This is an optimization exercise on Yosys and OpenROAD, whose aim is small area and a short achievable clock period, not a production implementation. No activity file was given, so power comes from the tool's default toggle rates.

==> inputs of 01-06 <==
Design mult_top, start of the top module:
module mult_top(
    input clk,
    input  [15:0] x,
    input  [15:0] y,
    output [31:0] p_out
    );
    wire [3:0] kx, ky;
    wire [6:0] fx, fy;
    wire       t;
    MITCH_IN mi(.x(x), .y(y), .kx(kx), .ky(ky), .fx(fx), .fy(fy), .t(t));
    reg [3:0] kx_r, ky_r;
    reg [6:0] fx_r, fy_r;
    reg       t_r;
    always @(posedge clk) begin
        kx_r <= kx;
        ky_r <= ky;
        fx_r <= fx;
        fy_r <= fy;
        t_r  <= t;
    end
    wire [21:0] m;
    MITCH_OUT mo(.kx(kx_r), .ky(ky_r), .fx(fx_r), .fy(fy_r), .m(m));
    reg [21:0] pm_r;
    reg        ps_r;
    always @(posedge clk) begin
        pm_r <= m;
        ps_r <= t_r;
    end
    assign p_out = {ps_r, ps_r, pm_r ^ {22{ps_r}}, {8{ps_r}}};
endmodule
==> module MITCH_ENC, before the edit <==
module MITCH_ENC(
    input  [15:0] x,
    output [3:0]  k,
    output [6:0]  f
    );
    wire [15:0] a = {1'b0, x[14:0] ^ {15{x[15]}}};
    wire [3:0] n, h, l;
    genvar i;
    generate
        for (i = 0; i < 4; i = i + 1) begin : nib
            assign n[i] = |a[4*i+3:4*i];
            assign h[i] = a[4*i+3] | a[4*i+2];
            assign l[i] = a[4*i+3] | ~a[4*i+2] & a[4*i+1];
        end
    endgenerate
    wire k3 = n[3] | n[2];
    wire k2 = k3 ? n[3] : n[1];
    wire k1 = k3 ? (k2 ? h[3] : h[2]) : (k2 ? h[1] : h[0]);
    wire k0 = k3 ? (k2 ? l[3] : l[2]) : (k2 ? l[1] : l[0]);
    wire [15:0] b1 = k3 ? a  : {a[7:0],   8'b0};
    wire [15:0] b2 = k2 ? b1 : {b1[11:0], 4'b0};
    wire [15:0] b3 = k1 ? b2 : {b2[13:0], 2'b0};
    wire [15:0] b4 = k0 ? b3 : {b3[14:0], 1'b0};
    assign k = {k3, k2, k1, k0};
    assign f = b4[14:8];
endmodule
==> module MITCH_IN, before the edit <==
module MITCH_IN(
    input  [15:0] x,
    input  [15:0] y,
    output [3:0]  kx,
    output [3:0]  ky,
    output [6:0]  fx,
    output [6:0]  fy,
    output        t
    );
    wire [3:0] kxa, kya;
    wire [6:0] fxa, fya;
    MITCH_ENC ex(.x(x), .k(kxa), .f(fxa));
    MITCH_ENC ey(.x(y), .k(kya), .f(fya));
    wire nzx = |x;
    wire nzy = |y;
    assign kx = kxa & {4{nzy}};
    assign ky = kya & {4{nzx}};
    assign fx = {fxa[6:1], fxa[0] & nzy};
    assign fy = {fya[6:1], fya[0] & nzx};
    assign t  = nzx & nzy & (x[15] ^ y[15]);
endmodule
==> module MITCH_OUT, before the edit <==
module MITCH_OUT(
    input  [3:0]  kx,
    input  [3:0]  ky,
    input  [6:0]  fx,
    input  [6:0]  fy,
    output [21:0] m
    );
    wire [3:0] kg = kx & ky;
    wire [3:0] kp = kx ^ ky;
    wire kc1 = kg[0];
    wire kc2 = kg[1] | kp[1] & kg[0];
    wire kc3 = kg[2] | kp[2] & kg[1] | kp[2] & kp[1] & kg[0];
    wire kc4 = kg[3] | kp[3] & kg[2] | kp[3] & kp[2] & kg[1] | kp[3] & kp[2] & kp[1] & kg[0];
    wire [4:0] ks = {kc4, kp ^ {kc3, kc2, kc1, 1'b0}};
    wire [6:0] g0 = fx & fy;
    wire [6:0] p0 = fx ^ fy;
    wire [6:0] g1 = g0 | {p0[6:1] & g0[5:0], 1'b0};
    wire [6:0] p1 = {p0[6:1] & p0[5:0], p0[0]};
    wire [6:0] g2 = g1 | {p1[6:2] & g1[4:0], 2'b0};
    wire [6:0] p2 = {p1[6:2] & p1[4:0], p1[1:0]};
    wire [6:0] g3 = g2 | {p2[6:4] & g2[2:0], 4'b0};
    wire [6:0] s  = p0 ^ {g3[5:0], 1'b0};
    wire       c  = g3[6];
    wire [4:0] ks1 = ks + 5'd1;
    wire [4:0] posa = ks[4]  ? {ks[3], ~ks[3], ks[2:0]}   : {2'b00, ks[3:1]};
    wire [4:0] posb = ks1[4] ? {ks1[3], ~ks1[3], ks1[2:0]} : {2'b00, ks1[3:1]};
    wire [4:0] pos  = c ? posb : posa;
    wire low = c ? ~|ks : ~|ks[4:1];
    wire [7:0]  b   = {1'b1, s};
    wire [8:0]  sa  = pos[0] ? {b, 1'b0} : {1'b0, b};
    wire [10:0] sb  = pos[1] ? {sa, 2'b0} : {2'b0, sa};
    wire [14:0] sc  = pos[2] ? {sb, 4'b0} : {4'b0, sb};
    wire [22:0] sd  = pos[3] ? {sc, 8'b0} : {8'b0, sc};
    wire [29:0] se  = pos[4] ? {sd[13:0], 16'b0} : {7'b0, sd};
    assign m = {se[28:15], se[14] | low & s[0], se[13:8], se[7] & ~low};
endmodule
==> module MITCH_TRUNC_W8, before the edit <==
module MITCH_TRUNC_W8(
    input [15:0] x,
    input [15:0] y,
    output [31:0] p
    );
    wire [3:0] kx, ky;
    wire [6:0] fx, fy;
    wire       t;
    wire [21:0] m;
    MITCH_IN  mi(.x(x), .y(y), .kx(kx), .ky(ky), .fx(fx), .fy(fy), .t(t));
    MITCH_OUT mo(.kx(kx), .ky(ky), .fx(fx), .fy(fy), .m(m));
    assign p = {t, t, m ^ {22{t}}, {8{t}}};
endmodule
==> module mult_top, before the edit <==
module mult_top(
    input clk,
    input  [15:0] x,
    input  [15:0] y,
    output [31:0] p_out
    );
    wire [3:0] kx, ky;
    wire [6:0] fx, fy;
    wire       t;
    MITCH_IN mi(.x(x), .y(y), .kx(kx), .ky(ky), .fx(fx), .fy(fy), .t(t));
    reg [3:0] kx_r, ky_r;
    reg [6:0] fx_r, fy_r;
    reg       t_r;
    always @(posedge clk) begin
        kx_r <= kx;
        ky_r <= ky;
        fx_r <= fx;
        fy_r <= fy;
        t_r  <= t;
    end
    wire [21:0] m;
    MITCH_OUT mo(.kx(kx_r), .ky(ky_r), .fx(fx_r), .fy(fy_r), .m(m));
    reg [21:0] pm_r;
    reg        ps_r;
    always @(posedge clk) begin
        pm_r <= m;
        ps_r <= t_r;
    end
    assign p_out = {ps_r, ps_r, pm_r ^ {22{ps_r}}, {8{ps_r}}};
endmodule
export LEC_CHECK = 0
export CAP_MARGIN = 20
export CORE_MARGIN = 2
export CORE_UTILIZATION = 60
export PLACE_DENSITY = 0.75
export SETUP_SLACK_MARGIN = 2.75
export SLEW_MARGIN = 20
create_clock -name core_clock -period 6.3 [get_ports {clk}]
standard.sh (not shown) runs the stock make flow with config.mk's settings and CLKGATE_MAP_FILE= SYNTH_SCRIPT=/design/flow/synth_recipe.tcl, a recipe that flattens the netlist after the stock synthesis.
==> flow/flow/run.sh <==
#!/bin/bash
# Standard ORFS flow (the standard.sh) with these changes:
#  - ABC maps with flow/abc.script (area-oriented, no up-sizing), through a
#    copy of the ORFS scripts folder in which only abc_area.script differs;
#  - small adders are left to ABC instead of full/half-adder cells;
set -uo pipefail
cp -r "$FLOW_HOME/scripts" ./scripts
cp flow/abc.script ./scripts/abc_area.script
bash standard.sh SCRIPTS_DIR="$PWD/scripts" ABC_AREA=1 ADDER_MAP_FILE= \
  "BUFFER_PORTS_ARGS=-buffer_cell sky130_fd_sc_hd__buf_1" finish > standard.log 2>&1
==> flow/flow/abc.script <==
&get -n
&st
&dch
&nf -a
&put
topo
stime -c
==> 04-02: changes against 01-06 <==
==> flow/flow/abc.script (replaced) <==
strash
dch
map -a
topo
stime -c
==> 11-11: changes against 01-06 <==
==> flow/flow/abc.script (replaced) <==
strash
dch
map -a
topo
stime -c
--- a/flow/config.mk
+++ b/flow/config.mk
@@ -10,4 +10,4 @@
 export CORE_UTILIZATION = 60
 export PLACE_DENSITY = 0.75
-export SETUP_SLACK_MARGIN = 2.75
+export SETUP_SLACK_MARGIN = 3.25
 export SLEW_MARGIN = 20
==> 05-23: changes against 01-06 <==
==> flow/design.v (replaced) <==
`timescale 1ns / 1ps
module MITCH_ENC(
    input  [15:0] x,
    output [3:0]  k,
    output [6:0]  f
    );
    wire [14:0] a = x[14:0] ^ {15{x[15]}};
    wire [15:0] b0 = {1'b0, a};
    wire        z3 = ~|b0[15:8];
    wire [15:0] b1 = z3 ? {b0[7:0], 8'b0} : b0;
    wire        z2 = ~|b1[15:12];
    wire [15:0] b2 = z2 ? {b1[11:0], 4'b0} : b1;
    wire        z1 = ~|b2[15:14];
    wire [15:0] b3 = z1 ? {b2[13:0], 2'b0} : b2;
    wire        z0 = ~b3[15];
    wire [15:0] b4 = z0 ? {b3[14:0], 1'b0} : b3;
    assign k = ~{z3, z2, z1, z0};
    assign f = b4[14:8];
endmodule
module MITCH_IN(
    input  [15:0] x,
    input  [15:0] y,
    output [4:0]  ks,
    output [6:0]  fx,
    output [6:0]  fy,
    output        t
    );
    wire [3:0] kx, ky;
    wire [6:0] fxa, fya;
    MITCH_ENC ex(.x(x), .k(kx), .f(fxa));
    MITCH_ENC ey(.x(y), .k(ky), .f(fya));
    wire nzx = |x;
    wire nzy = |y;
    wire nz  = nzx & nzy;
    wire [3:0] g = kx & ky;
    wire [3:0] p = kx ^ ky;
    wire c1 = g[0];
    wire c2 = g[1] | p[1] & g[0];
    wire c3 = g[2] | p[2] & g[1] | p[2] & p[1] & g[0];
    wire c4 = g[3] | p[3] & g[2] | p[3] & p[2] & g[1] | p[3] & p[2] & p[1] & g[0];
    wire [4:0] ksum = {c4, p ^ {c3, c2, c1, 1'b0}};
    assign ks = ksum & {5{nz}};
    assign fx = {fxa[6:1], fxa[0] & nzy};
    assign fy = {fya[6:1], fya[0] & nzx};
    assign t  = nz & (x[15] ^ y[15]);
endmodule
module MITCH_OUT(
    input  [4:0]  ks,
    input  [6:0]  fx,
    input  [6:0]  fy,
    input         t,
    output [21:0] v
    );
    wire [6:0] g0 = fx & fy;
    wire [6:0] p0 = fx ^ fy;
    wire [6:0] g1 = g0 | {p0[6:1] & g0[5:0], 1'b0};
    wire [6:0] p1 = {p0[6:1] & p0[5:0], p0[0]};
    wire [6:0] g2 = g1 | {p1[6:2] & g1[4:0], 2'b0};
    wire [6:0] p2 = {p1[6:2] & p1[4:0], p1[1:0]};
    wire [6:0] g3 = g2 | {p2[6:4] & g2[2:0], 4'b0};
    wire [6:0] s  = p0 ^ {g3[5:0], 1'b0};
    wire       c  = g3[6];
    wire [4:0] pos0;
    wire [4:0] k8 = {ks[3], ~ks[3], ks[2:0]};
    assign pos0 = ks[4] ? k8 : {2'b00, ks[3:1]};
    wire d = ks[4] | ks[0];
    wire [7:0]  b   = {1'b1, s};
    wire [8:0]  sa  = pos0[0] ? {b, 1'b0} : {1'b0, b};
    wire [10:0] sb  = pos0[1] ? {sa, 2'b0} : {2'b0, sa};
    wire [14:0] sc  = pos0[2] ? {sb, 4'b0} : {4'b0, sb};
    wire [22:0] sd  = pos0[3] ? {sc, 8'b0} : {8'b0, sc};
    wire [29:0] se  = pos0[4] ? {sd[13:0], 16'b0} : {7'b0, sd};
    wire [22:0] sf  = (c & d) ? se[28:6] : se[29:7];
    wire low = ~|ks[4:1] & (~ks[0] | ~c);
    wire [21:0] m = low ? {14'b0, s[0], 7'b0} : sf[21:0];
    assign v = m ^ {22{t}};
endmodule
module MITCH_TRUNC_W8(
    input [15:0] x,
    input [15:0] y,
    output [31:0] p
    );
    wire [4:0] ks;
    wire [6:0] fx, fy;
    wire       t;
    wire [21:0] v;
    MITCH_IN  mi(.x(x), .y(y), .ks(ks), .fx(fx), .fy(fy), .t(t));
    MITCH_OUT mo(.ks(ks), .fx(fx), .fy(fy), .t(t), .v(v));
    assign p = {t, t, v, {8{t}}};
endmodule
`timescale 1ns / 1ps
module mult_top(
    input clk,
    input  [15:0] x,
    input  [15:0] y,
    output [31:0] p_out
    );
    wire [4:0] ks;
    wire [6:0] fx, fy;
    wire       t;
    MITCH_IN mi(.x(x), .y(y), .ks(ks), .fx(fx), .fy(fy), .t(t));
    reg [4:0] ks_r;
    reg [6:0] fx_r, fy_r;
    reg       t_r;
    always @(posedge clk) begin
        ks_r <= ks;
        fx_r <= fx;
        fy_r <= fy;
        t_r  <= t;
    end
    wire [21:0] v;
    MITCH_OUT mo(.ks(ks_r), .fx(fx_r), .fy(fy_r), .t(t_r), .v(v));
    reg [21:0] pm_r;
    reg        ps_r;
    always @(posedge clk) begin
        pm_r <= v;
        ps_r <= t_r;
    end
    assign p_out = {ps_r, ps_r, pm_r, {8{ps_r}}};
endmodule
==> flow/flow/run.sh (replaced) <==
#!/bin/bash
# Standard ORFS flow with two changes: small adders are left to ABC instead of
# being mapped to full/half-adder cells, and the port buffers are buf_1.
set -uo pipefail
export BUFFER_PORTS_ARGS="-buffer_cell sky130_fd_sc_hd__buf_1"
bash standard.sh ADDER_MAP_FILE= "BUFFER_PORTS_ARGS=$BUFFER_PORTS_ARGS" finish > standard.log 2>&1
--- a/flow/config.mk
+++ b/flow/config.mk
@@ -8,6 +8,5 @@
 export CAP_MARGIN = 20
 export CORE_MARGIN = 2
-export CORE_UTILIZATION = 60
-export PLACE_DENSITY = 0.75
-export SETUP_SLACK_MARGIN = 2.75
+export CORE_UTILIZATION = 40
+export SETUP_SLACK_MARGIN = 4.0
 export SLEW_MARGIN = 20
removed: flow/flow/abc.script
==> notes <==
The lowest critical path depth belongs to 01-06, the highest to 11-11. Against 11-11, the sequential power of 05-23 is larger by about 5.5%. In 01-06 the via count is lower than in 11-11, by 22%. Core utilization: 11-11 > 04-02 > 01-06 > 05-23. Wire length: 05-23 > 11-11 > 04-02 > 01-06. Of 04-02 and 05-23, 05-23 has the higher area after synthesis (gap 24%, measured against 05-23).
==> figures <==
Total sequential power: 11-11 0.438 mW; 05-23 0.462 mW; 04-02 0.434 mW; 01-06 0.433 mW
Placed wire-length estimate: 11-11 6028 um; 05-23 9850 um; 04-02 6099 um; 01-06 5929 um
Design Power: 11-11 1.963 mW; 05-23 2.227 mW; 04-02 1.695 mW; 01-06 1.748 mW
Site row count: 11-11 27; 05-23 38; 04-02 27; 01-06 27
Unrepaired setup endpoints after global routing: 11-11 true; 05-23 true; 04-02 true; 01-06 false
Flip-flop and latch count after synthesis: 11-11 46; 05-23 43; 04-02 46; 01-06 46
Worst setup path startpoint: 11-11 x[15]; 05-23 x[12]; 04-02 x[15]; 01-06 y[15]
Setup slack, reg-to-reg: 11-11 3.31 ns; 05-23 3.59 ns; 04-02 2.96 ns; 01-06 3.06 ns
Status: 11-11 timing/DRC/antenna clean; 05-23 timing/DRC/antenna clean; 04-02 timing/DRC/antenna clean; 01-06 timing/DRC/antenna clean
Multiplexer share of the synthesized area: 11-11 1.162%; 05-23 5.886%; 04-02 1.162%; 01-06 11.14%
Starting Density: 11-11 62.20%; 05-23 41.41%; 04-02 62.20%; 01-06 62.21%
Routed WL: 11-11 11,380 um; 05-23 16,760 um; 04-02 7871 um; 01-06 7733 um
Leak: 11-11 2.005 nW; 05-23 2.597 nW; 04-02 1.645 nW; 01-06 1.572 nW
Function was not checked in any run of this note: the RTL went through the layout flow alone.

[separate check: timing with driven ports]
How much do the figures lean on ideal ports? The routed layouts below were timed once more, with nothing changed but the port constraints. Step 1, drivers: a clkbuf_16 drives clk and a buf_2 each remaining input, both assumed. Step 2 adds t to the input delays and takes it off the output delays; t is the mean of the earliest and latest rising clock arrival at the registers after step 1. Input paths then give back, and output paths get back, about the clock's delay inside the block. Three values: no drivers, after step 1, after step 2; two values: the first two.
run | t, ns | slack for setup (ns) | clock arrival spread, ns
01-06 | 0.321 | 2.957 / 2.957 / 2.636 | 0.009 / 0.009
04-02 | 0.320 | 2.949 / 2.936 / 2.616 | 0.009 / 0.009
11-11 | 0.324 | 3.209 / 3.130 / 2.806 | 0.009 / 0.008
05-23 | 0.318 | 2.797 / 2.778 / 2.460 | 0.006 / 0.006
After both steps every run listed still meets setup and hold. For 11-11, which loses most, drivers alone change the setup slack by -0.079 ns; drivers and shift together by -0.403 ns.
